Source: an optimization exercise on an open RTL-to-GDS flow (aim: small area and a short achievable clock period). Production flows keep margins and buffers that such runs may drop.
No functional check of the RTL was part of this run.
Power and IR drop assume default switching activity.

$ cat standard.sh
#!/bin/bash
# synth_recipe.tcl (not shown) runs the flow's synth.tcl, then flattens the netlist and writes it again
# the make line also repeats each setting of config.mk as NAME=value (left out here)
make -C /OpenROAD-flow-scripts/flow DESIGN_CONFIG=/design/flow/config.mk WORK_HOME=/design/flow/orfs CLKGATE_MAP_FILE= SYNTH_SCRIPT=/design/flow/synth_recipe.tcl "${@:-finish}"
$ cat design.v
module alu16bit (
  input clk,
  input reset,
  input [2:0] operation,
  input [15:0] operand_A,
  input [15:0] operand_B,
  output reg [31:0] result,
  output reg carry_flag,
  output reg zero_flag
);
  wire [15:0] a = operand_A;
  wire [15:0] b = operand_B;
  wire is_add = (operation == 3'd0);
  wire is_sub = (operation == 3'd1);
  wire is_mul = (operation == 3'd2);
  wire [15:0] m = is_mul ? b : {15'd0, is_add | is_sub};
  reg [15:0] cv;
  always @(*) begin
    case (operation)
      3'd0: cv = b;
      3'd1: cv = ~b;
      3'd3: cv = a & b;
      3'd4: cv = a | b;
      3'd5: cv = ~(a & b);
      3'd6: cv = ~(a | b);
      3'd7: cv = a ^ b;
      default: cv = 16'd0;
    endcase
  end
  wire cin = is_sub;
  wire [15:0] an = ~a;
  wire [15:0] mn = ~m;
  wire p1;
  nor2 up1 (an[0], mn[0], p1);
  wire p2;
  nor2 up2 (an[1], mn[0], p2);
  wire p3;
  nor2 up3 (an[2], mn[0], p3);
  wire p4;
  nor2 up4 (an[3], mn[0], p4);
  wire p5;
  nor2 up5 (an[4], mn[0], p5);
  wire p6;
  nor2 up6 (an[5], mn[0], p6);
  wire p7;
  nor2 up7 (an[6], mn[0], p7);
  wire p8;
  nor2 up8 (an[7], mn[0], p8);
  wire p9;
  nor2 up9 (an[8], mn[0], p9);
  wire p10;
  nor2 up10 (an[9], mn[0], p10);
  wire p11;
  nor2 up11 (an[10], mn[0], p11);
  wire p12;
  nor2 up12 (an[11], mn[0], p12);
  wire p13;
  nor2 up13 (an[12], mn[0], p13);
  wire p14;
  nor2 up14 (an[13], mn[0], p14);
  wire p15;
  nor2 up15 (an[14], mn[0], p15);
  wire p16;
  nor2 up16 (an[15], mn[0], p16);
  wire p17;
  nor2 up17 (an[0], mn[1], p17);
  wire p18;
  nor2 up18 (an[1], mn[1], p18);
  wire p19;
  nor2 up19 (an[2], mn[1], p19);
  wire p20;
  nor2 up20 (an[3], mn[1], p20);
  wire p21;
  nor2 up21 (an[4], mn[1], p21);
  wire p22;
  nor2 up22 (an[5], mn[1], p22);
  wire p23;
  nor2 up23 (an[6], mn[1], p23);
  wire p24;
  nor2 up24 (an[7], mn[1], p24);
  wire p25;
  nor2 up25 (an[8], mn[1], p25);
  wire p26;
  nor2 up26 (an[9], mn[1], p26);
  wire p27;
  nor2 up27 (an[10], mn[1], p27);
  wire p28;
  nor2 up28 (an[11], mn[1], p28);
  wire p29;
  nor2 up29 (an[12], mn[1], p29);
  wire p30;
  nor2 up30 (an[13], mn[1], p30);
  wire p31;
  nor2 up31 (an[14], mn[1], p31);
  wire p32;
  nor2 up32 (an[15], mn[1], p32);
  wire p33;
  nor2 up33 (an[0], mn[2], p33);
  wire p34;
  nor2 up34 (an[1], mn[2], p34);
  wire p35;
  nor2 up35 (an[2], mn[2], p35);
  wire p36;
  nor2 up36 (an[3], mn[2], p36);
  wire p37;
  nor2 up37 (an[4], mn[2], p37);
  wire p38;
  nor2 up38 (an[5], mn[2], p38);
  wire p39;
  nor2 up39 (an[6], mn[2], p39);
  wire p40;
  nor2 up40 (an[7], mn[2], p40);
  wire p41;
  nor2 up41 (an[8], mn[2], p41);
  wire p42;
  nor2 up42 (an[9], mn[2], p42);
  wire p43;
  nor2 up43 (an[10], mn[2], p43);
  wire p44;
  nor2 up44 (an[11], mn[2], p44);
  wire p45;
  nor2 up45 (an[12], mn[2], p45);
  wire p46;
  nor2 up46 (an[13], mn[2], p46);
  wire p47;
  nor2 up47 (an[14], mn[2], p47);
  wire p48;
  nor2 up48 (an[15], mn[2], p48);
  wire p49;
  nor2 up49 (an[0], mn[3], p49);
  wire p50;
  nor2 up50 (an[1], mn[3], p50);
  wire p51;
  nor2 up51 (an[2], mn[3], p51);
  wire p52;
  nor2 up52 (an[3], mn[3], p52);
  wire p53;
  nor2 up53 (an[4], mn[3], p53);
  wire p54;
  nor2 up54 (an[5], mn[3], p54);
  wire p55;
  nor2 up55 (an[6], mn[3], p55);
  wire p56;
  nor2 up56 (an[7], mn[3], p56);
  wire p57;
  nor2 up57 (an[8], mn[3], p57);
  wire p58;
  nor2 up58 (an[9], mn[3], p58);
  wire p59;
  nor2 up59 (an[10], mn[3], p59);
  wire p60;
  nor2 up60 (an[11], mn[3], p60);
  wire p61;
  nor2 up61 (an[12], mn[3], p61);
  wire p62;
  nor2 up62 (an[13], mn[3], p62);
  wire p63;
  nor2 up63 (an[14], mn[3], p63);
  wire p64;
  nor2 up64 (an[15], mn[3], p64);
  wire p65;
  nor2 up65 (an[0], mn[4], p65);
  wire p66;
  nor2 up66 (an[1], mn[4], p66);
  wire p67;
  nor2 up67 (an[2], mn[4], p67);
  wire p68;
  nor2 up68 (an[3], mn[4], p68);
  wire p69;
  nor2 up69 (an[4], mn[4], p69);
  wire p70;
  nor2 up70 (an[5], mn[4], p70);
  wire p71;
  nor2 up71 (an[6], mn[4], p71);
  wire p72;
  nor2 up72 (an[7], mn[4], p72);
  wire p73;
  nor2 up73 (an[8], mn[4], p73);
  wire p74;
  nor2 up74 (an[9], mn[4], p74);
  wire p75;
  nor2 up75 (an[10], mn[4], p75);
  wire p76;
  nor2 up76 (an[11], mn[4], p76);
  wire p77;
  nor2 up77 (an[12], mn[4], p77);
  wire p78;
  nor2 up78 (an[13], mn[4], p78);
  wire p79;
  nor2 up79 (an[14], mn[4], p79);
  wire p80;
  nor2 up80 (an[15], mn[4], p80);
  wire p81;
  nor2 up81 (an[0], mn[5], p81);
  wire p82;
  nor2 up82 (an[1], mn[5], p82);
  wire p83;
  nor2 up83 (an[2], mn[5], p83);
  wire p84;
  nor2 up84 (an[3], mn[5], p84);
  wire p85;
  nor2 up85 (an[4], mn[5], p85);
  wire p86;
  nor2 up86 (an[5], mn[5], p86);
  wire p87;
  nor2 up87 (an[6], mn[5], p87);
  wire p88;
  nor2 up88 (an[7], mn[5], p88);
  wire p89;
  nor2 up89 (an[8], mn[5], p89);
  wire p90;
  nor2 up90 (an[9], mn[5], p90);
  wire p91;
  nor2 up91 (an[10], mn[5], p91);
  wire p92;
  nor2 up92 (an[11], mn[5], p92);
  wire p93;
  nor2 up93 (an[12], mn[5], p93);
  wire p94;
  nor2 up94 (an[13], mn[5], p94);
  wire p95;
  nor2 up95 (an[14], mn[5], p95);
  wire p96;
  nor2 up96 (an[15], mn[5], p96);
  wire p97;
  nor2 up97 (an[0], mn[6], p97);
  wire p98;
  nor2 up98 (an[1], mn[6], p98);
  wire p99;
  nor2 up99 (an[2], mn[6], p99);
  wire p100;
  nor2 up100 (an[3], mn[6], p100);
  wire p101;
  nor2 up101 (an[4], mn[6], p101);
  wire p102;
  nor2 up102 (an[5], mn[6], p102);
  wire p103;
  nor2 up103 (an[6], mn[6], p103);
  wire p104;
  nor2 up104 (an[7], mn[6], p104);
  wire p105;
  nor2 up105 (an[8], mn[6], p105);
  wire p106;
  nor2 up106 (an[9], mn[6], p106);
  wire p107;
  nor2 up107 (an[10], mn[6], p107);
  wire p108;
  nor2 up108 (an[11], mn[6], p108);
  wire p109;
  nor2 up109 (an[12], mn[6], p109);
  wire p110;
  nor2 up110 (an[13], mn[6], p110);
  wire p111;
  nor2 up111 (an[14], mn[6], p111);
  wire p112;
  nor2 up112 (an[15], mn[6], p112);
  wire p113;
  nor2 up113 (an[0], mn[7], p113);
  wire p114;
  nor2 up114 (an[1], mn[7], p114);
  wire p115;
  nor2 up115 (an[2], mn[7], p115);
  wire p116;
  nor2 up116 (an[3], mn[7], p116);
  wire p117;
  nor2 up117 (an[4], mn[7], p117);
  wire p118;
  nor2 up118 (an[5], mn[7], p118);
  wire p119;
  nor2 up119 (an[6], mn[7], p119);
  wire p120;
  nor2 up120 (an[7], mn[7], p120);
  wire p121;
  nor2 up121 (an[8], mn[7], p121);
  wire p122;
  nor2 up122 (an[9], mn[7], p122);
  wire p123;
  nor2 up123 (an[10], mn[7], p123);
  wire p124;
  nor2 up124 (an[11], mn[7], p124);
  wire p125;
  nor2 up125 (an[12], mn[7], p125);
  wire p126;
  nor2 up126 (an[13], mn[7], p126);
  wire p127;
  nor2 up127 (an[14], mn[7], p127);
  wire p128;
  nor2 up128 (an[15], mn[7], p128);
  wire p129;
  nor2 up129 (an[0], mn[8], p129);
  wire p130;
  nor2 up130 (an[1], mn[8], p130);
  wire p131;
  nor2 up131 (an[2], mn[8], p131);
  wire p132;
  nor2 up132 (an[3], mn[8], p132);
  wire p133;
  nor2 up133 (an[4], mn[8], p133);
  wire p134;
  nor2 up134 (an[5], mn[8], p134);
  wire p135;
  nor2 up135 (an[6], mn[8], p135);
  wire p136;
  nor2 up136 (an[7], mn[8], p136);
  wire p137;
  nor2 up137 (an[8], mn[8], p137);
  wire p138;
  nor2 up138 (an[9], mn[8], p138);
  wire p139;
  nor2 up139 (an[10], mn[8], p139);
  wire p140;
  nor2 up140 (an[11], mn[8], p140);
  wire p141;
  nor2 up141 (an[12], mn[8], p141);
  wire p142;
  nor2 up142 (an[13], mn[8], p142);
  wire p143;
  nor2 up143 (an[14], mn[8], p143);
  wire p144;
  nor2 up144 (an[15], mn[8], p144);
  wire p145;
  nor2 up145 (an[0], mn[9], p145);
  wire p146;
  nor2 up146 (an[1], mn[9], p146);
  wire p147;
  nor2 up147 (an[2], mn[9], p147);
  wire p148;
  nor2 up148 (an[3], mn[9], p148);
  wire p149;
  nor2 up149 (an[4], mn[9], p149);
  wire p150;
  nor2 up150 (an[5], mn[9], p150);
  wire p151;
  nor2 up151 (an[6], mn[9], p151);
  wire p152;
  nor2 up152 (an[7], mn[9], p152);
  wire p153;
  nor2 up153 (an[8], mn[9], p153);
  wire p154;
  nor2 up154 (an[9], mn[9], p154);
  wire p155;
  nor2 up155 (an[10], mn[9], p155);
  wire p156;
  nor2 up156 (an[11], mn[9], p156);
  wire p157;
  nor2 up157 (an[12], mn[9], p157);
  wire p158;
  nor2 up158 (an[13], mn[9], p158);
  wire p159;
  nor2 up159 (an[14], mn[9], p159);
  wire p160;
  nor2 up160 (an[15], mn[9], p160);
  wire p161;
  nor2 up161 (an[0], mn[10], p161);
  wire p162;
  nor2 up162 (an[1], mn[10], p162);
  wire p163;
  nor2 up163 (an[2], mn[10], p163);
  wire p164;
  nor2 up164 (an[3], mn[10], p164);
  wire p165;
  nor2 up165 (an[4], mn[10], p165);
  wire p166;
  nor2 up166 (an[5], mn[10], p166);
  wire p167;
  nor2 up167 (an[6], mn[10], p167);
  wire p168;
  nor2 up168 (an[7], mn[10], p168);
  wire p169;
  nor2 up169 (an[8], mn[10], p169);
  wire p170;
  nor2 up170 (an[9], mn[10], p170);
  wire p171;
  nor2 up171 (an[10], mn[10], p171);
  wire p172;
  nor2 up172 (an[11], mn[10], p172);
  wire p173;
  nor2 up173 (an[12], mn[10], p173);
  wire p174;
  nor2 up174 (an[13], mn[10], p174);
  wire p175;
  nor2 up175 (an[14], mn[10], p175);
  wire p176;
  nor2 up176 (an[15], mn[10], p176);
  wire p177;
  nor2 up177 (an[0], mn[11], p177);
  wire p178;
  nor2 up178 (an[1], mn[11], p178);
  wire p179;
  nor2 up179 (an[2], mn[11], p179);
  wire p180;
  nor2 up180 (an[3], mn[11], p180);
  wire p181;
  nor2 up181 (an[4], mn[11], p181);
  wire p182;
  nor2 up182 (an[5], mn[11], p182);
  wire p183;
  nor2 up183 (an[6], mn[11], p183);
  wire p184;
  nor2 up184 (an[7], mn[11], p184);
  wire p185;
  nor2 up185 (an[8], mn[11], p185);
  wire p186;
  nor2 up186 (an[9], mn[11], p186);
  wire p187;
  nor2 up187 (an[10], mn[11], p187);
  wire p188;
  nor2 up188 (an[11], mn[11], p188);
  wire p189;
  nor2 up189 (an[12], mn[11], p189);
  wire p190;
  nor2 up190 (an[13], mn[11], p190);
  wire p191;
  nor2 up191 (an[14], mn[11], p191);
  wire p192;
  nor2 up192 (an[15], mn[11], p192);
  wire p193;
  nor2 up193 (an[0], mn[12], p193);
  wire p194;
  nor2 up194 (an[1], mn[12], p194);
  wire p195;
  nor2 up195 (an[2], mn[12], p195);
  wire p196;
  nor2 up196 (an[3], mn[12], p196);
  wire p197;
  nor2 up197 (an[4], mn[12], p197);
  wire p198;
  nor2 up198 (an[5], mn[12], p198);
  wire p199;
  nor2 up199 (an[6], mn[12], p199);
  wire p200;
  nor2 up200 (an[7], mn[12], p200);
  wire p201;
  nor2 up201 (an[8], mn[12], p201);
  wire p202;
  nor2 up202 (an[9], mn[12], p202);
  wire p203;
  nor2 up203 (an[10], mn[12], p203);
  wire p204;
  nor2 up204 (an[11], mn[12], p204);
  wire p205;
  nor2 up205 (an[12], mn[12], p205);
  wire p206;
  nor2 up206 (an[13], mn[12], p206);
  wire p207;
  nor2 up207 (an[14], mn[12], p207);
  wire p208;
  nor2 up208 (an[15], mn[12], p208);
  wire p209;
  nor2 up209 (an[0], mn[13], p209);
  wire p210;
  nor2 up210 (an[1], mn[13], p210);
  wire p211;
  nor2 up211 (an[2], mn[13], p211);
  wire p212;
  nor2 up212 (an[3], mn[13], p212);
  wire p213;
  nor2 up213 (an[4], mn[13], p213);
  wire p214;
  nor2 up214 (an[5], mn[13], p214);
  wire p215;
  nor2 up215 (an[6], mn[13], p215);
  wire p216;
  nor2 up216 (an[7], mn[13], p216);
  wire p217;
  nor2 up217 (an[8], mn[13], p217);
  wire p218;
  nor2 up218 (an[9], mn[13], p218);
  wire p219;
  nor2 up219 (an[10], mn[13], p219);
  wire p220;
  nor2 up220 (an[11], mn[13], p220);
  wire p221;
  nor2 up221 (an[12], mn[13], p221);
  wire p222;
  nor2 up222 (an[13], mn[13], p222);
  wire p223;
  nor2 up223 (an[14], mn[13], p223);
  wire p224;
  nor2 up224 (an[15], mn[13], p224);
  wire p225;
  nor2 up225 (an[0], mn[14], p225);
  wire p226;
  nor2 up226 (an[1], mn[14], p226);
  wire p227;
  nor2 up227 (an[2], mn[14], p227);
  wire p228;
  nor2 up228 (an[3], mn[14], p228);
  wire p229;
  nor2 up229 (an[4], mn[14], p229);
  wire p230;
  nor2 up230 (an[5], mn[14], p230);
  wire p231;
  nor2 up231 (an[6], mn[14], p231);
  wire p232;
  nor2 up232 (an[7], mn[14], p232);
  wire p233;
  nor2 up233 (an[8], mn[14], p233);
  wire p234;
  nor2 up234 (an[9], mn[14], p234);
  wire p235;
  nor2 up235 (an[10], mn[14], p235);
  wire p236;
  nor2 up236 (an[11], mn[14], p236);
  wire p237;
  nor2 up237 (an[12], mn[14], p237);
  wire p238;
  nor2 up238 (an[13], mn[14], p238);
  wire p239;
  nor2 up239 (an[14], mn[14], p239);
  wire p240;
  nor2 up240 (an[15], mn[14], p240);
  wire p241;
  nor2 up241 (an[0], mn[15], p241);
  wire p242;
  nor2 up242 (an[1], mn[15], p242);
  wire p243;
  nor2 up243 (an[2], mn[15], p243);
  wire p244;
  nor2 up244 (an[3], mn[15], p244);
  wire p245;
  nor2 up245 (an[4], mn[15], p245);
  wire p246;
  nor2 up246 (an[5], mn[15], p246);
  wire p247;
  nor2 up247 (an[6], mn[15], p247);
  wire p248;
  nor2 up248 (an[7], mn[15], p248);
  wire p249;
  nor2 up249 (an[8], mn[15], p249);
  wire p250;
  nor2 up250 (an[9], mn[15], p250);
  wire p251;
  nor2 up251 (an[10], mn[15], p251);
  wire p252;
  nor2 up252 (an[11], mn[15], p252);
  wire p253;
  nor2 up253 (an[12], mn[15], p253);
  wire p254;
  nor2 up254 (an[13], mn[15], p254);
  wire p255;
  nor2 up255 (an[14], mn[15], p255);
  wire p256;
  nor2 up256 (an[15], mn[15], p256);
  wire n257, n258;
  ha un257 (p14, p29, n257, n258);
  wire n259, n260;
  fa un259 (p15, p30, p45, n259, n260);
  wire n261, n262;
  ha un261 (p60, p75, n261, n262);
  wire n263, n264;
  fa un263 (p16, p31, p46, n263, n264);
  wire n265, n266;
  fa un265 (p61, p76, p91, n265, n266);
  wire n267, n268;
  ha un267 (p106, p121, n267, n268);
  wire n269, n270;
  fa un269 (p32, p47, p62, n269, n270);
  wire n271, n272;
  fa un271 (p77, p92, p107, n271, n272);
  wire n273, n274;
  ha un273 (p122, p137, n273, n274);
  wire n275, n276;
  fa un275 (p48, p63, p78, n275, n276);
  wire n277, n278;
  fa un277 (p93, p108, p123, n277, n278);
  wire n279, n280;
  fa un279 (p64, p79, p94, n279, n280);
  wire n281, n282;
  ha un281 (p10, p25, n281, n282);
  wire n283, n284;
  fa un283 (p11, p26, p41, n283, n284);
  wire n285, n286;
  ha un285 (p56, p71, n285, n286);
  wire n287, n288;
  fa un287 (p12, p27, p42, n287, n288);
  wire n289, n290;
  fa un289 (p57, p72, p87, n289, n290);
  wire n291, n292;
  ha un291 (p102, p117, n291, n292);
  wire n293, n294;
  fa un293 (p13, p28, p43, n293, n294);
  wire n295, n296;
  fa un295 (p58, p73, p88, n295, n296);
  wire n297, n298;
  fa un297 (p103, p118, p133, n297, n298);
  wire n299, n300;
  ha un299 (p148, p163, n299, n300);
  wire n301, n302;
  fa un301 (p44, p59, p74, n301, n302);
  wire n303, n304;
  fa un303 (p89, p104, p119, n303, n304);
  wire n305, n306;
  fa un305 (p134, p149, p164, n305, n306);
  wire n307, n308;
  fa un307 (p179, p194, p209, n307, n308);
  wire n309, n310;
  fa un309 (p90, p105, p120, n309, n310);
  wire n311, n312;
  fa un311 (p135, p150, p165, n311, n312);
  wire n313, n314;
  fa un313 (p180, p195, p210, n313, n314);
  wire n315, n316;
  fa un315 (p225, n258, n261, n315, n316);
  wire n317, n318;
  fa un317 (p136, p151, p166, n317, n318);
  wire n319, n320;
  fa un319 (p181, p196, p211, n319, n320);
  wire n321, n322;
  fa un321 (p226, p241, n262, n321, n322);
  wire n323, n324;
  fa un323 (n267, n260, n263, n323, n324);
  wire n325, n326;
  fa un325 (p152, p167, p182, n325, n326);
  wire n327, n328;
  fa un327 (p197, p212, p227, n327, n328);
  wire n329, n330;
  fa un329 (p242, n268, n273, n329, n330);
  wire n331, n332;
  fa un331 (n264, n266, n269, n331, n332);
  wire n333, n334;
  fa un333 (p138, p153, p168, n333, n334);
  wire n335, n336;
  fa un335 (p183, p198, p213, n335, n336);
  wire n337, n338;
  fa un337 (p228, p243, n274, n337, n338);
  wire n339, n340;
  fa un339 (n270, n272, n275, n339, n340);
  wire n341, n342;
  fa un341 (p109, p124, p139, n341, n342);
  wire n343, n344;
  fa un343 (p154, p169, p184, n343, n344);
  wire n345, n346;
  fa un345 (p199, p214, p229, n345, n346);
  wire n347, n348;
  fa un347 (p244, n276, n278, n347, n348);
  wire n349, n350;
  fa un349 (p80, p95, p110, n349, n350);
  wire n351, n352;
  fa un351 (p125, p140, p155, n351, n352);
  wire n353, n354;
  fa un353 (p170, p185, p200, n353, n354);
  wire n355, n356;
  fa un355 (p215, p230, p245, n355, n356);
  wire n357, n358;
  fa un357 (p96, p111, p126, n357, n358);
  wire n359, n360;
  fa un359 (p141, p156, p171, n359, n360);
  wire n361, n362;
  fa un361 (p186, p201, p216, n361, n362);
  wire n363, n364;
  fa un363 (p112, p127, p142, n363, n364);
  wire n365, n366;
  fa un365 (p157, p172, p187, n365, n366);
  wire n367, n368;
  fa un367 (p128, p143, p158, n367, n368);
  wire n369, n370;
  ha un369 (p7, p22, n369, n370);
  wire n371, n372;
  fa un371 (p8, p23, p38, n371, n372);
  wire n373, n374;
  ha un373 (p53, p68, n373, n374);
  wire n375, n376;
  fa un375 (p9, p24, p39, n375, n376);
  wire n377, n378;
  fa un377 (p54, p69, p84, n377, n378);
  wire n379, n380;
  ha un379 (p99, p114, n379, n380);
  wire n381, n382;
  fa un381 (p40, p55, p70, n381, n382);
  wire n383, n384;
  fa un383 (p85, p100, p115, n383, n384);
  wire n385, n386;
  fa un385 (p130, p145, n281, n385, n386);
  wire n387, n388;
  fa un387 (p86, p101, p116, n387, n388);
  wire n389, n390;
  fa un389 (p131, p146, p161, n389, n390);
  wire n391, n392;
  fa un391 (n282, n285, n283, n391, n392);
  wire n393, n394;
  fa un393 (p132, p147, p162, n393, n394);
  wire n395, n396;
  fa un395 (p177, n286, n291, n395, n396);
  wire n397, n398;
  fa un397 (n284, n287, n289, n397, n398);
  wire n399, n400;
  fa un399 (p178, p193, n292, n399, n400);
  wire n401, n402;
  fa un401 (n299, n288, n290, n401, n402);
  wire n403, n404;
  fa un403 (n293, n295, n297, n403, n404);
  wire n405, n406;
  fa un405 (n300, n257, n294, n405, n406);
  wire n407, n408;
  fa un407 (n296, n298, n301, n407, n408);
  wire n409, n410;
  fa un409 (n303, n305, n307, n409, n410);
  wire n411, n412;
  fa un411 (n302, n304, n306, n411, n412);
  wire n413, n414;
  fa un413 (n308, n259, n309, n413, n414);
  wire n415, n416;
  fa un415 (n311, n313, n315, n415, n416);
  wire n417, n418;
  fa un417 (n310, n312, n314, n417, n418);
  wire n419, n420;
  fa un419 (n265, n317, n319, n419, n420);
  wire n421, n422;
  fa un421 (n316, n321, n323, n421, n422);
  wire n423, n424;
  fa un423 (n318, n320, n271, n423, n424);
  wire n425, n426;
  fa un425 (n325, n327, n322, n425, n426);
  wire n427, n428;
  fa un427 (n329, n324, n331, n427, n428);
  wire n429, n430;
  fa un429 (n326, n328, n277, n429, n430);
  wire n431, n432;
  fa un431 (n333, n335, n330, n431, n432);
  wire n433, n434;
  fa un433 (n337, n332, n339, n433, n434);
  wire n435, n436;
  fa un435 (n334, n336, n279, n435, n436);
  wire n437, n438;
  fa un437 (n341, n343, n345, n437, n438);
  wire n439, n440;
  fa un439 (n338, n340, n347, n439, n440);
  wire n441, n442;
  fa un441 (n342, n344, n346, n441, n442);
  wire n443, n444;
  fa un443 (n280, n349, n351, n443, n444);
  wire n445, n446;
  fa un445 (n353, n355, n348, n445, n446);
  wire n447, n448;
  fa un447 (p231, p246, n350, n447, n448);
  wire n449, n450;
  fa un449 (n352, n354, n356, n449, n450);
  wire n451, n452;
  fa un451 (n357, n359, n361, n451, n452);
  wire n453, n454;
  fa un453 (p202, p217, p232, n453, n454);
  wire n455, n456;
  fa un455 (p247, n358, n360, n455, n456);
  wire n457, n458;
  fa un457 (n362, n363, n365, n457, n458);
  wire n459, n460;
  fa un459 (p173, p188, p203, n459, n460);
  wire n461, n462;
  fa un461 (p218, p233, p248, n461, n462);
  wire n463, n464;
  fa un463 (n364, n366, n367, n463, n464);
  wire n465, n466;
  fa un465 (p144, p159, p174, n465, n466);
  wire n467, n468;
  fa un467 (p189, p204, p219, n467, n468);
  wire n469, n470;
  fa un469 (p234, p249, n368, n469, n470);
  wire n471, n472;
  fa un471 (p160, p175, p190, n471, n472);
  wire n473, n474;
  fa un473 (p205, p220, p235, n473, n474);
  wire n475, n476;
  fa un475 (p176, p191, p206, n475, n476);
  wire n477, n478;
  ha un477 (p5, p20, n477, n478);
  wire n479, n480;
  fa un479 (p6, p21, p36, n479, n480);
  wire n481, n482;
  ha un481 (p51, p66, n481, n482);
  wire n483, n484;
  fa un483 (p37, p52, p67, n483, n484);
  wire n485, n486;
  fa un485 (p82, p97, n369, n485, n486);
  wire n487, n488;
  fa un487 (p83, p98, p113, n487, n488);
  wire n489, n490;
  fa un489 (n370, n373, n371, n489, n490);
  wire n491, n492;
  fa un491 (p129, n374, n379, n491, n492);
  wire n493, n494;
  fa un493 (n372, n375, n377, n493, n494);
  wire n495, n496;
  fa un495 (n380, n376, n378, n495, n496);
  wire n497, n498;
  fa un497 (n381, n383, n385, n497, n498);
  wire n499, n500;
  fa un499 (n382, n384, n387, n499, n500);
  wire n501, n502;
  fa un501 (n389, n386, n391, n501, n502);
  wire n503, n504;
  fa un503 (n388, n390, n393, n503, n504);
  wire n505, n506;
  fa un505 (n395, n392, n397, n505, n506);
  wire n507, n508;
  fa un507 (n394, n396, n399, n507, n508);
  wire n509, n510;
  fa un509 (n398, n401, n403, n509, n510);
  wire n511, n512;
  fa un511 (n400, n402, n404, n511, n512);
  wire n513, n514;
  fa un513 (n405, n407, n409, n513, n514);
  wire n515, n516;
  fa un515 (n406, n408, n410, n515, n516);
  wire n517, n518;
  fa un517 (n411, n413, n415, n517, n518);
  wire n519, n520;
  fa un519 (n412, n414, n417, n519, n520);
  wire n521, n522;
  fa un521 (n419, n416, n421, n521, n522);
  wire n523, n524;
  fa un523 (n418, n420, n423, n523, n524);
  wire n525, n526;
  fa un525 (n425, n422, n427, n525, n526);
  wire n527, n528;
  fa un527 (n424, n429, n426, n527, n528);
  wire n529, n530;
  fa un529 (n431, n428, n433, n529, n530);
  wire n531, n532;
  fa un531 (n430, n435, n437, n531, n532);
  wire n533, n534;
  fa un533 (n432, n434, n439, n533, n534);
  wire n535, n536;
  fa un535 (n436, n438, n441, n535, n536);
  wire n537, n538;
  fa un537 (n443, n445, n440, n537, n538);
  wire n539, n540;
  fa un539 (n442, n444, n447, n539, n540);
  wire n541, n542;
  fa un541 (n449, n451, n446, n541, n542);
  wire n543, n544;
  fa un543 (n453, n448, n450, n543, n544);
  wire n545, n546;
  fa un545 (n452, n455, n457, n545, n546);
  wire n547, n548;
  fa un547 (n454, n459, n461, n547, n548);
  wire n549, n550;
  fa un549 (n456, n458, n463, n549, n550);
  wire n551, n552;
  fa un551 (n460, n462, n465, n551, n552);
  wire n553, n554;
  fa un553 (n467, n464, n469, n553, n554);
  wire n555, n556;
  fa un555 (p250, n466, n468, n555, n556);
  wire n557, n558;
  fa un557 (n471, n473, n470, n557, n558);
  wire n559, n560;
  fa un559 (p221, p236, p251, n559, n560);
  wire n561, n562;
  fa un561 (n472, n474, n475, n561, n562);
  wire n563, n564;
  fa un563 (p192, p207, p222, n563, n564);
  wire n565, n566;
  fa un565 (p237, p252, n476, n565, n566);
  wire n567, n568;
  fa un567 (p208, p223, p238, n567, n568);
  wire n569, n570;
  ha un569 (p4, p19, n569, n570);
  wire n571, n572;
  fa un571 (p35, p50, p65, n571, n572);
  wire n573, n574;
  fa un573 (p81, n478, n481, n573, n574);
  wire n575, n576;
  fa un575 (n482, n480, n483, n575, n576);
  wire n577, n578;
  fa un577 (n484, n487, n486, n577, n578);
  wire n579, n580;
  fa un579 (n488, n491, n490, n579, n580);
  wire n581, n582;
  fa un581 (n492, n494, n495, n581, n582);
  wire n583, n584;
  fa un583 (n496, n499, n498, n583, n584);
  wire n585, n586;
  fa un585 (n500, n503, n502, n585, n586);
  wire n587, n588;
  fa un587 (n504, n507, n506, n587, n588);
  wire n589, n590;
  fa un589 (n508, n510, n511, n589, n590);
  wire n591, n592;
  fa un591 (n512, n514, n515, n591, n592);
  wire n593, n594;
  fa un593 (n516, n519, n518, n593, n594);
  wire n595, n596;
  fa un595 (n520, n523, n522, n595, n596);
  wire n597, n598;
  fa un597 (n524, n527, n526, n597, n598);
  wire n599, n600;
  fa un599 (n528, n531, n533, n599, n600);
  wire n601, n602;
  fa un601 (n532, n535, n534, n601, n602);
  wire n603, n604;
  fa un603 (n536, n539, n538, n603, n604);
  wire n605, n606;
  fa un605 (n543, n540, n545, n605, n606);
  wire n607, n608;
  fa un607 (n547, n544, n546, n607, n608);
  wire n609, n610;
  fa un609 (n548, n551, n550, n609, n610);
  wire n611, n612;
  fa un611 (n552, n555, n557, n611, n612);
  wire n613, n614;
  fa un613 (n559, n556, n561, n613, n614);
  wire n615, n616;
  fa un615 (n560, n563, n562, n615, n616);
  wire n617, n618;
  fa un617 (p253, n564, n567, n617, n618);
  wire n619, n620;
  fa un619 (p224, p239, p254, n619, n620);
  wire n621, n622;
  ha un621 (p3, p18, n621, n622);
  wire n623, n624;
  fa un623 (p34, p49, n569, n623, n624);
  wire n625, n626;
  fa un625 (n570, n477, n571, n625, n626);
  wire n627, n628;
  fa un627 (n572, n479, n573, n627, n628);
  wire n629, n630;
  fa un629 (n574, n485, n575, n629, n630);
  wire n631, n632;
  fa un631 (n576, n489, n577, n631, n632);
  wire n633, n634;
  fa un633 (n493, n578, n579, n633, n634);
  wire n635, n636;
  fa un635 (n497, n580, n581, n635, n636);
  wire n637, n638;
  fa un637 (n582, n501, n583, n637, n638);
  wire n639, n640;
  fa un639 (n505, n584, n585, n639, n640);
  wire n641, n642;
  fa un641 (n509, n586, n587, n641, n642);
  wire n643, n644;
  fa un643 (n513, n588, n589, n643, n644);
  wire n645, n646;
  fa un645 (n517, n590, n591, n645, n646);
  wire n647, n648;
  fa un647 (n592, n521, n593, n647, n648);
  wire n649, n650;
  fa un649 (n525, n594, n595, n649, n650);
  wire n651, n652;
  fa un651 (n529, n596, n597, n651, n652);
  wire n653, n654;
  fa un653 (n530, n598, n599, n653, n654);
  wire n655, n656;
  fa un655 (n537, n600, n601, n655, n656);
  wire n657, n658;
  fa un657 (n541, n602, n603, n657, n658);
  wire n659, n660;
  fa un659 (n542, n605, n604, n659, n660);
  wire n661, n662;
  fa un661 (n549, n607, n606, n661, n662);
  wire n663, n664;
  fa un663 (n553, n608, n609, n663, n664);
  wire n665, n666;
  fa un665 (n554, n610, n611, n665, n666);
  wire n667, n668;
  fa un667 (n558, n613, n612, n667, n668);
  wire n669, n670;
  fa un669 (n565, n614, n615, n669, n670);
  wire n671, n672;
  fa un671 (n566, n617, n616, n671, n672);
  wire n673, n674;
  fa un673 (n568, n619, n618, n673, n674);
  wire n675, n676;
  fa un675 (p240, p255, n620, n675, n676);
  wire o677 = p17 | cv[1];
  wire o678 = p33 | cv[2];
  wire o679 = n622 | cv[3];
  wire o680 = n624 | cv[4];
  wire o681 = n626 | cv[5];
  wire o682 = n628 | cv[6];
  wire o683 = n630 | cv[7];
  wire o684 = n632 | cv[8];
  wire o685 = n634 | cv[9];
  wire o686 = n636 | cv[10];
  wire o687 = n638 | cv[11];
  wire o688 = n640 | cv[12];
  wire o689 = n642 | cv[13];
  wire o690 = n644 | cv[14];
  wire o691 = n646 | cv[15];
  wire o692 = n648 | is_sub;
  wire o693 = n650 | is_sub;
  wire o694 = n652 | is_sub;
  wire o695 = n654 | is_sub;
  wire o696 = n656 | is_sub;
  wire o697 = n659 | is_sub;
  wire o698 = n661 | is_sub;
  wire o699 = n662 | is_sub;
  wire o700 = n664 | is_sub;
  wire o701 = n666 | is_sub;
  wire o702 = n669 | is_sub;
  wire o703 = n670 | is_sub;
  wire o704 = n673 | is_sub;
  wire o705 = n675 | is_sub;
  wire o706 = p256 | is_sub;
  wire n707, n708;
  fa un707 (cin, p1, cv[0], n707, n708);
  wire n709, n710;
  fa un709 (p2, o677, n708, n709, n710);
  wire n711, n712;
  fa un711 (o678, n621, n710, n711, n712);
  wire n713, n714;
  fa un713 (o679, n623, n712, n713, n714);
  wire n715, n716;
  fa un715 (o680, n625, n714, n715, n716);
  wire n717, n718;
  fa un717 (o681, n627, n716, n717, n718);
  wire n719, n720;
  ha un719 (n629, o682, n719, n720);
  wire n721, n722;
  ha un721 (n631, o683, n721, n722);
  wire n723, n724;
  ha un723 (n633, o684, n723, n724);
  wire n725, n726;
  ha un725 (n635, o685, n725, n726);
  wire n727, n728;
  ha un727 (n637, o686, n727, n728);
  wire n729, n730;
  ha un729 (n639, o687, n729, n730);
  wire n731, n732;
  ha un731 (n641, o688, n731, n732);
  wire n733, n734;
  ha un733 (n643, o689, n733, n734);
  wire n735, n736;
  ha un735 (n645, o690, n735, n736);
  wire n737, n738;
  ha un737 (n647, o691, n737, n738);
  wire n739, n740;
  ha un739 (n649, o692, n739, n740);
  wire n741, n742;
  ha un741 (n651, o693, n741, n742);
  wire n743, n744;
  ha un743 (n653, o694, n743, n744);
  wire n745, n746;
  ha un745 (n655, o695, n745, n746);
  wire n747, n748;
  ha un747 (n657, o696, n747, n748);
  wire n749, n750;
  ha un749 (n658, o697, n749, n750);
  wire n751, n752;
  ha un751 (n660, o698, n751, n752);
  wire n753, n754;
  ha un753 (n663, o699, n753, n754);
  wire n755, n756;
  ha un755 (n665, o700, n755, n756);
  wire n757, n758;
  ha un757 (n667, o701, n757, n758);
  wire n759, n760;
  ha un759 (n668, o702, n759, n760);
  wire n761, n762;
  ha un761 (n671, o703, n761, n762);
  wire n763, n764;
  ha un763 (n672, o704, n763, n764);
  wire n765, n766;
  ha un765 (n674, o705, n765, n766);
  wire n767, n768;
  ha un767 (n676, o706, n767, n768);
  wire n769 = ~((n719 & n718) | n720);
  wire n770 = ~((n723 & n722) | n724);
  wire n771 = ~(n723 & n721);
  wire n772 = ~((n727 & n726) | n728);
  wire n773 = ~(n727 & n725);
  wire n774 = ~((n731 & n730) | n732);
  wire n775 = ~(n731 & n729);
  wire n776 = ~((n735 & n734) | n736);
  wire n777 = ~(n735 & n733);
  wire n778 = ~((n739 & n738) | n740);
  wire n779 = ~(n739 & n737);
  wire n780 = ~((n743 & n742) | n744);
  wire n781 = ~(n743 & n741);
  wire n782 = ~((n747 & n746) | n748);
  wire n783 = ~(n747 & n745);
  wire n784 = ~((n751 & n750) | n752);
  wire n785 = ~(n751 & n749);
  wire n786 = ~((n755 & n754) | n756);
  wire n787 = ~(n755 & n753);
  wire n788 = ~((n759 & n758) | n760);
  wire n789 = ~(n759 & n757);
  wire n790 = ~((n763 & n762) | n764);
  wire n791 = ~(n763 & n761);
  wire n792 = ~((n767 & n766) | n768);
  wire n793 = ~(n767 & n765);
  wire n794 = ~n769;
  wire n795 = ~((n721 & n794) | n722);
  wire n796 = ~((n771 | n769) & n770);
  wire n797 = ~n772;
  wire n798 = ~((n729 & n797) | n730);
  wire n799 = ~n773;
  wire n800 = ~(n729 & n799);
  wire n801 = ~((n775 | n772) & n774);
  wire n802 = ~(n775 | n773);
  wire n803 = ~n776;
  wire n804 = ~((n737 & n803) | n738);
  wire n805 = ~n777;
  wire n806 = ~(n737 & n805);
  wire n807 = ~((n779 | n776) & n778);
  wire n808 = ~(n779 | n777);
  wire n809 = ~n780;
  wire n810 = ~((n745 & n809) | n746);
  wire n811 = ~n781;
  wire n812 = ~(n745 & n811);
  wire n813 = ~((n783 | n780) & n782);
  wire n814 = ~(n783 | n781);
  wire n815 = ~n784;
  wire n816 = ~((n753 & n815) | n754);
  wire n817 = ~n785;
  wire n818 = ~(n753 & n817);
  wire n819 = ~((n787 | n784) & n786);
  wire n820 = ~(n787 | n785);
  wire n821 = ~n788;
  wire n822 = ~((n761 & n821) | n762);
  wire n823 = ~n789;
  wire n824 = ~(n761 & n823);
  wire n825 = ~((n791 | n788) & n790);
  wire n826 = ~(n791 | n789);
  wire n827 = ~n792;
  wire n828 = ~((is_sub & n827) | 1'b0);
  wire n829 = ~n793;
  wire n830 = ~(is_sub & n829);
  wire n831 = ~((n725 & n796) | n726);
  wire n832 = ~n796;
  wire n833 = ~((n773 | n832) & n772);
  wire n834 = ~n796;
  wire n835 = ~((n800 | n834) & n798);
  wire n836 = ~((n802 & n796) | n801);
  wire n837 = ~((n741 & n807) | n742);
  wire n838 = ~(n741 & n808);
  wire n839 = ~n807;
  wire n840 = ~((n781 | n839) & n780);
  wire n841 = ~n808;
  wire n842 = ~(n781 | n841);
  wire n843 = ~n807;
  wire n844 = ~((n812 | n843) & n810);
  wire n845 = ~n808;
  wire n846 = ~(n812 | n845);
  wire n847 = ~((n814 & n807) | n813);
  wire n848 = ~(n814 & n808);
  wire n849 = ~((n757 & n819) | n758);
  wire n850 = ~(n757 & n820);
  wire n851 = ~n819;
  wire n852 = ~((n789 | n851) & n788);
  wire n853 = ~n820;
  wire n854 = ~(n789 | n853);
  wire n855 = ~n819;
  wire n856 = ~((n824 | n855) & n822);
  wire n857 = ~n820;
  wire n858 = ~(n824 | n857);
  wire n859 = ~((n826 & n819) | n825);
  wire n860 = ~(n826 & n820);
  wire n861 = ~n836;
  wire n862 = ~((n733 & n861) | n734);
  wire n863 = ~((n777 | n836) & n776);
  wire n864 = ~((n806 | n836) & n804);
  wire n865 = ~n836;
  wire n866 = ~((n808 & n865) | n807);
  wire n867 = ~((n838 | n836) & n837);
  wire n868 = ~n836;
  wire n869 = ~((n842 & n868) | n840);
  wire n870 = ~n836;
  wire n871 = ~((n846 & n870) | n844);
  wire n872 = ~((n848 | n836) & n847);
  wire n873 = ~n859;
  wire n874 = ~((n765 & n873) | n766);
  wire n875 = ~n860;
  wire n876 = ~(n765 & n875);
  wire n877 = ~((n793 | n859) & n792);
  wire n878 = ~(n793 | n860);
  wire n879 = ~((n830 | n859) & n828);
  wire n880 = ~(n830 | n860);
  wire n881 = ~((n749 & n872) | n750);
  wire n882 = ~n872;
  wire n883 = ~((n785 | n882) & n784);
  wire n884 = ~n872;
  wire n885 = ~((n818 | n884) & n816);
  wire n886 = ~((n820 & n872) | n819);
  wire n887 = ~n872;
  wire n888 = ~((n850 | n887) & n849);
  wire n889 = ~((n854 & n872) | n852);
  wire n890 = ~((n858 & n872) | n856);
  wire n891 = ~n872;
  wire n892 = ~((n860 | n891) & n859);
  wire n893 = ~n872;
  wire n894 = ~((n876 | n893) & n874);
  wire n895 = ~((n878 & n872) | n877);
  wire n896 = ~((n880 & n872) | n879);
  wire n897, n898;
  ha un897 (n719, n718, n897, n898);
  wire n899, n900;
  ha un899 (n721, n769, n899, n900);
  wire n901 = ~n899;
  wire n902, n903;
  ha un902 (n723, n795, n902, n903);
  wire n904 = ~n902;
  wire n905, n906;
  ha un905 (n725, n796, n905, n906);
  wire n907, n908;
  ha un907 (n727, n831, n907, n908);
  wire n909 = ~n907;
  wire n910, n911;
  ha un910 (n729, n833, n910, n911);
  wire n912, n913;
  ha un912 (n731, n835, n912, n913);
  wire n914, n915;
  ha un914 (n733, n836, n914, n915);
  wire n916 = ~n914;
  wire n917, n918;
  ha un917 (n735, n862, n917, n918);
  wire n919 = ~n917;
  wire n920, n921;
  ha un920 (n737, n863, n920, n921);
  wire n922, n923;
  ha un922 (n739, n864, n922, n923);
  wire n924, n925;
  ha un924 (n741, n866, n924, n925);
  wire n926 = ~n924;
  wire n927, n928;
  ha un927 (n743, n867, n927, n928);
  wire n929, n930;
  ha un929 (n745, n869, n929, n930);
  wire n931 = ~n929;
  wire n932, n933;
  ha un932 (n747, n871, n932, n933);
  wire n934 = ~n932;
  wire n935, n936;
  ha un935 (n749, n872, n935, n936);
  wire n937, n938;
  ha un937 (n751, n881, n937, n938);
  wire n939 = ~n937;
  wire n940, n941;
  ha un940 (n753, n883, n940, n941);
  wire n942, n943;
  ha un942 (n755, n885, n942, n943);
  wire n944, n945;
  ha un944 (n757, n886, n944, n945);
  wire n946 = ~n944;
  wire n947, n948;
  ha un947 (n759, n888, n947, n948);
  wire n949, n950;
  ha un949 (n761, n889, n949, n950);
  wire n951 = ~n949;
  wire n952, n953;
  ha un952 (n763, n890, n952, n953);
  wire n954 = ~n952;
  wire n955, n956;
  ha un955 (n765, n892, n955, n956);
  wire n957, n958;
  ha un957 (n767, n894, n957, n958);
  wire n959, n960;
  ha un959 (is_sub, n895, n959, n960);
  wire n961 = ~n959;
  wire [31:0] s = {n961, n957, n955, n954, n951, n947, n946, n942, n940, n939, n935, n934, n931, n927, n926, n922, n920, n919, n916, n912, n910, n909, n905, n904, n901, n897, n717, n715, n713, n711, n709, n707};
  wire borrow = is_sub & s[16];
  wire zero_lo = (s[15:0] == 16'd0);
  wire zero_mul = (a == 16'd0) | (b == 16'd0);
  wire [31:0] r = s;
  wire z = is_mul ? zero_mul : zero_lo;
  always @(posedge clk) begin
    if (reset) begin
      result     <= 32'b0;
      carry_flag <= 1'b0;
      zero_flag  <= 1'b0;
    end else begin
      result     <= r;
      carry_flag <= borrow;
      zero_flag  <= z;
    end
  end
endmodule
module fa (input a, input b, input c, output s, output co);
  assign s = a ^ b ^ c;
  assign co = (a & b) | (a & c) | (b & c);
endmodule
module ha (input a, input b, output s, output co);
  assign s = a ^ b;
  assign co = a & b;
endmodule
module nor2 (input a, input b, output y);
  assign y = ~(a | b);
endmodule
$ cat config.mk
export PLATFORM = sky130hd
export DESIGN_NAME = alu16bit
export DESIGN_NICKNAME = alu16bit
export VERILOG_FILES = /design/flow/design.v
export SDC_FILE = /design/flow/constraint.sdc
export NUM_CORES = 4
export LEC_CHECK = 0
export ABC_AREA = 1
export CAP_MARGIN = 20
export CORE_MARGIN = 2
export CORE_UTILIZATION = 40
export GPL_TIMING_DRIVEN = 0
export SLEW_MARGIN = 20
export SYNTH_HIERARCHICAL = 1
$ cat flow/run.sh
#!/bin/bash
# The standard layout, with the port buffers made of plain buffers (sky130
# buf_1, which the resizer may upsize) instead of the delay-cell buffers that
# buffer_ports picks by default.
set -euo pipefail
export BUFFER_PORTS_ARGS="-buffer_cell sky130_fd_sc_hd__buf_1"
bash standard.sh > standard.log 2>&1
$ cat constraint.sdc
create_clock -name core_clock -period 7.2 [get_ports {clk}]
set_input_delay 1.4400 -clock core_clock [delete_from_list [all_inputs] [get_ports {clk}]]
set_output_delay 1.4400 -clock core_clock [all_outputs]
set_load 0.01 [all_outputs]
==> results.sh <==
export IMPL_status="complete, no violations"
export IMPL_hold_path_end="result[26]$_SDFF_PP0_"
export IMPL_synth_edff_count=0
export IMPL_vias=7594
export IMPL_grt_max_degree=19
export IMPL_path_buf_inv=7
export IMPL_finalHoldViolCount=0
export IMPL_finalSetupTns_ns=0
export IMPL_gp_congestion=0.8432
export IMPL_power_mw=1.161
export IMPL_cts_tree="done"
export IMPL_layout_drive_gt1_share_pct=5.413
export IMPL_cp_top_family="adder cells"
export IMPL_start_util_pct=40.98
export IMPL_synth_top_cell_area_share_pct=44.85
export IMPL_crit_top_cell="nand2_1"
export IMPL_syn_inst=1048
export IMPL_synth_seq_cells=34
export IMPL_num_rows=54
export IMPL_io_pins=71
export IMPL_dpl_instance_area_mm2=0.009580
export IMPL_worst_path_max_fanout=16
export IMPL_ys_seq_area_share_pct=7.587
export IMPL_numCtsBuffers=5
export IMPL_port_buffers=69
export IMPL_power_leakage_nw=5.345
export IMPL_drv_slew=0
export IMPL_grtUsageTotal_pct=23.60
export IMPL_cts_max_level=2
export IMPL_final_area_mm2=0.009918
export IMPL_cp_end_kind="register"
export IMPL_power_density_mw_per_mm2=117.0
export IMPL_clkSlewWorstSetupHoldPaths_ns=0.05
export IMPL_hp_start="reset"
export IMPL_syn_to_final_growth_pct=10.56
export IMPL_ys_types=31
export IMPL_grt_ovfl_total=0
export IMPL_clockBufferDepth=2
export IMPL_worst_pin_slew_ns=0.9523
export IMPL_antenna_found_initial=0
export IMPL_core_area_mm2=0.02189
export IMPL_final_nets=1462
export IMPL_postCtsHoldBufs=0
export IMPL_syn_mean_instance_area_um2=8.560
export IMPL_post_route_period_util_pct=95.92
export IMPL_place_inst=1397
export IMPL_die_y_um=153.8
export IMPL_ant_nets=0
export IMPL_fp_dieW_um=153.8
export IMPL_diodes=0
export IMPL_synth_nets=1384
export IMPL_drv_cap=0
export IMPL_die_area_mm2=0.02364
export IMPL_netlist_area_mm2=0.008971
export IMPL_crit_path_start_kind="input pin"
export IMPL_wirelength_mm=26.69
export IMPL_critical_path_required_ns=7.35
export IMPL_min_period_ns=6.907
export IMPL_yosysWarnings=7
export IMPL_relSlewSlack_pct=36.44
export IMPL_grt_pass1_vias=8236
export IMPL_synthTopCellsByCount="nor2_1, fa_1, nand2_1"
export IMPL_hold_depth=2
export IMPL_setup_viol=0
export IMPL_firstDrtPassIters=7
export IMPL_cpPeakStageDelay_ns=0.48
export IMPL_yosysTopAreaCell="fa_1"
export IMPL_nFillCells=2244
export IMPL_max_freq_ghz=0.1448
export IMPL_synth_area_leaders="fa_1, ha_1, nor2_1"
export IMPL_cts_sinks=34
export IMPL_arrival_ns=7.06
export IMPL_setup_worst_path_class="input pin to register"
export IMPL_hpwl_mm=19.74
export IMPL_synth_main_ff_cell="dfxtp_1"
export IMPL_holdCritPathClass="input pin to register"
export IMPL_ir_drop_mv=0.09487
export IMPL_route_detailed_drc=0
export IMPL_routedWlPerCell_um=18.97
export IMPL_stdcell_count=1407
export IMPL_cts_root_buf="clkbuf_16"
export IMPL_vias_per_cell=5.397
export IMPL_slowest_stage="fa_1"
export IMPL_async_reset_ff_share_pct=0
export IMPL_grt_pass1_wl_mm=43.51
export IMPL_yosysMostFrequentCell="nor2_1"
export IMPL_drt_iter0_markers=440
==> final cells by class <==
class | instances | area (um2) | area share [%]
inverter | 108 | 405.4 | 4.087
timing repair buffer | 71 | 287.8 | 2.901
clock inverter | 3 | 68.82 | 0.6938
clock buffer | 5 | 125.1 | 1.262
buffer | 14 | 95.09 | 0.9587
tap | 280 | 350.3 | 3.532
sequential | 34 | 680.7 | 6.863
multi-input combinational | 892 | 7905 | 79.70
==> metrics by stage <==
step	hold slack [ns]	utilization (%)	setup WS, ns
finish	1.552	45.31	0.2935
floorplan	1.682	-	0.5929
CTS	1.552	45.00	0.02464
global route	1.595	45.31	-0.006639
global placement	1.828	43.76	-0.9239
detailed placement	1.826	43.76	-0.9907
==> placed cells by master (no fill, tap or decap), types with 2 or more instances in the layout <==
master / netlist / routed
nor2_1: 323 / 323
fa_1: 201 / 201
inv_1: 104 / 104
nand2_1: 115 / 99
ha_1: 98 / 98
buf_1: 0 / 68
a21oi_1: 43 / 43
dfxtp_1: 34 / 34
o21ai_0: 26 / 26
o22ai_1: 16 / 16
or2_2: 15 / 15
nand3b_1: 13 / 13
nand4_1: 12 / 12
nand3_1: 11 / 11
nand2_4: 1 / 8
nand2_2: 1 / 8
nor3_1: 5 / 5
clkbuf_16: 0 / 5
inv_2: 4 / 4
buf_6: 3 / 4
clkbuf_1: 4 / 4
clkbuf_2: 2 / 3
buf_4: 2 / 3
buf_2: 3 / 2
nor3_4: 1 / 2
nand2_8: 0 / 2
a21o_1: 2 / 2
a31oi_1: 2 / 2
o21ai_1: 2 / 2
bufinv_16: 0 / 2
==> where the power goes <==
group	leakage (nW)	switching, mW	internal (mW)
sequential	0.281	0.0113	0.233
combinational	4.97	0.411	0.227
clock	0.0940	0.0802	0.199
total	5.34	0.502	0.658
==> how the worst max path moves through the flow <==
| stage | startpoint | end | cells past startpoint |
|---|---|---|---|
| floorplan | operation[0] | result[24]$_SDFF_PP0_ | 23 |
| global placement | operation[1] | result[26]$_SDFF_PP0_ | 25 |
| detailed placement | operation[1] | result[26]$_SDFF_PP0_ | 25 |
| CTS | operation[1] | result[26]$_SDFF_PP0_ | 27 |
| global route | operation[1] | result[24]$_SDFF_PP0_ | 27 |
| finish | operation[1] | result[26]$_SDFF_PP0_ | 26 |
==> layer usage <==
| layer | routed length [um] | vias to the layer above | track usage, % |
|---|---|---|---|
| li1 | - | 3424 | - |
| met1 | 10720 | 3796 | 29.71 |
| met2 | 13000 | 302 | 40.49 |
| met3 | 1661 | 72 | 3.354 |
| met4 | 1310 | 0 | 10.48 |
| met5 | 0 | - | 0 |
==> kinds of logic after synthesis <==
| logic type | count (synthesis) | synth area share, % |
|---|---|---|
| fa+ha+maj | 299 | 58.52 |
| simple gates | 499 | 22.75 |
| compound gates | 94 | 5.635 |
| flops | 34 | 7.587 |
| buf+inv | 122 | 5.509 |
==> sequential cells by signal, indices dropped and copies added, names as in the netlist <==
signal,count
result,32
carry_flag,1
zero_flag,1
==> modules after synthesis, one instance, submodules excluded <==
| module | cells | times used | area, um2 |
|---|---|---|---|
| alu16bit | 525 | 1 | 3161 |
| fa | 1 | 201 | 20.02 |
| ha | 1 | 66 | 12.51 |
| nor2 | 1 | 256 | 3.754 |
==> timing repair <==
item / in CTS / in global routing
gates resized for setup: 16 / 16
setup buffers: 2 / 0
pin swaps: 1 / 0
setup endpoints to repair: 20 / 12

-- separate check: timing with driven ports --
The flow's constraints put no driver on any port. The routed layout listed below was extracted and timed again, unchanged, in two steps.
Step 1 (the two cells are an assumption about what drives the block):
set clk [get_ports {clk}]
set_driving_cell -lib_cell sky130_fd_sc_hd__clkbuf_16 $clk
set_driving_cell -lib_cell sky130_fd_sc_hd__buf_2 [delete_from_list [all_inputs] $clk]
Step 2 adds t to the input delays and takes it off the output delays; t is the mean of the earliest and latest rising clock arrival at the registers after step 1. Input paths then give back, and output paths get back, about the clock's delay inside the block.
a / b / c = ideal / step 1 / step 2; a / b = the first two.
t, ns: 0.313
setup WS [ns]: 0.293 / 0.296 / -0.017
worst setup path after step 2: input to register
slew at the worst register clock pin (ns): 0.05 / 0.05
With both steps, setup timing fails in this run, where it was met with ideal ports. The setup slack of this run moves by +0.003 ns with the drivers and by -0.310 ns with both steps.
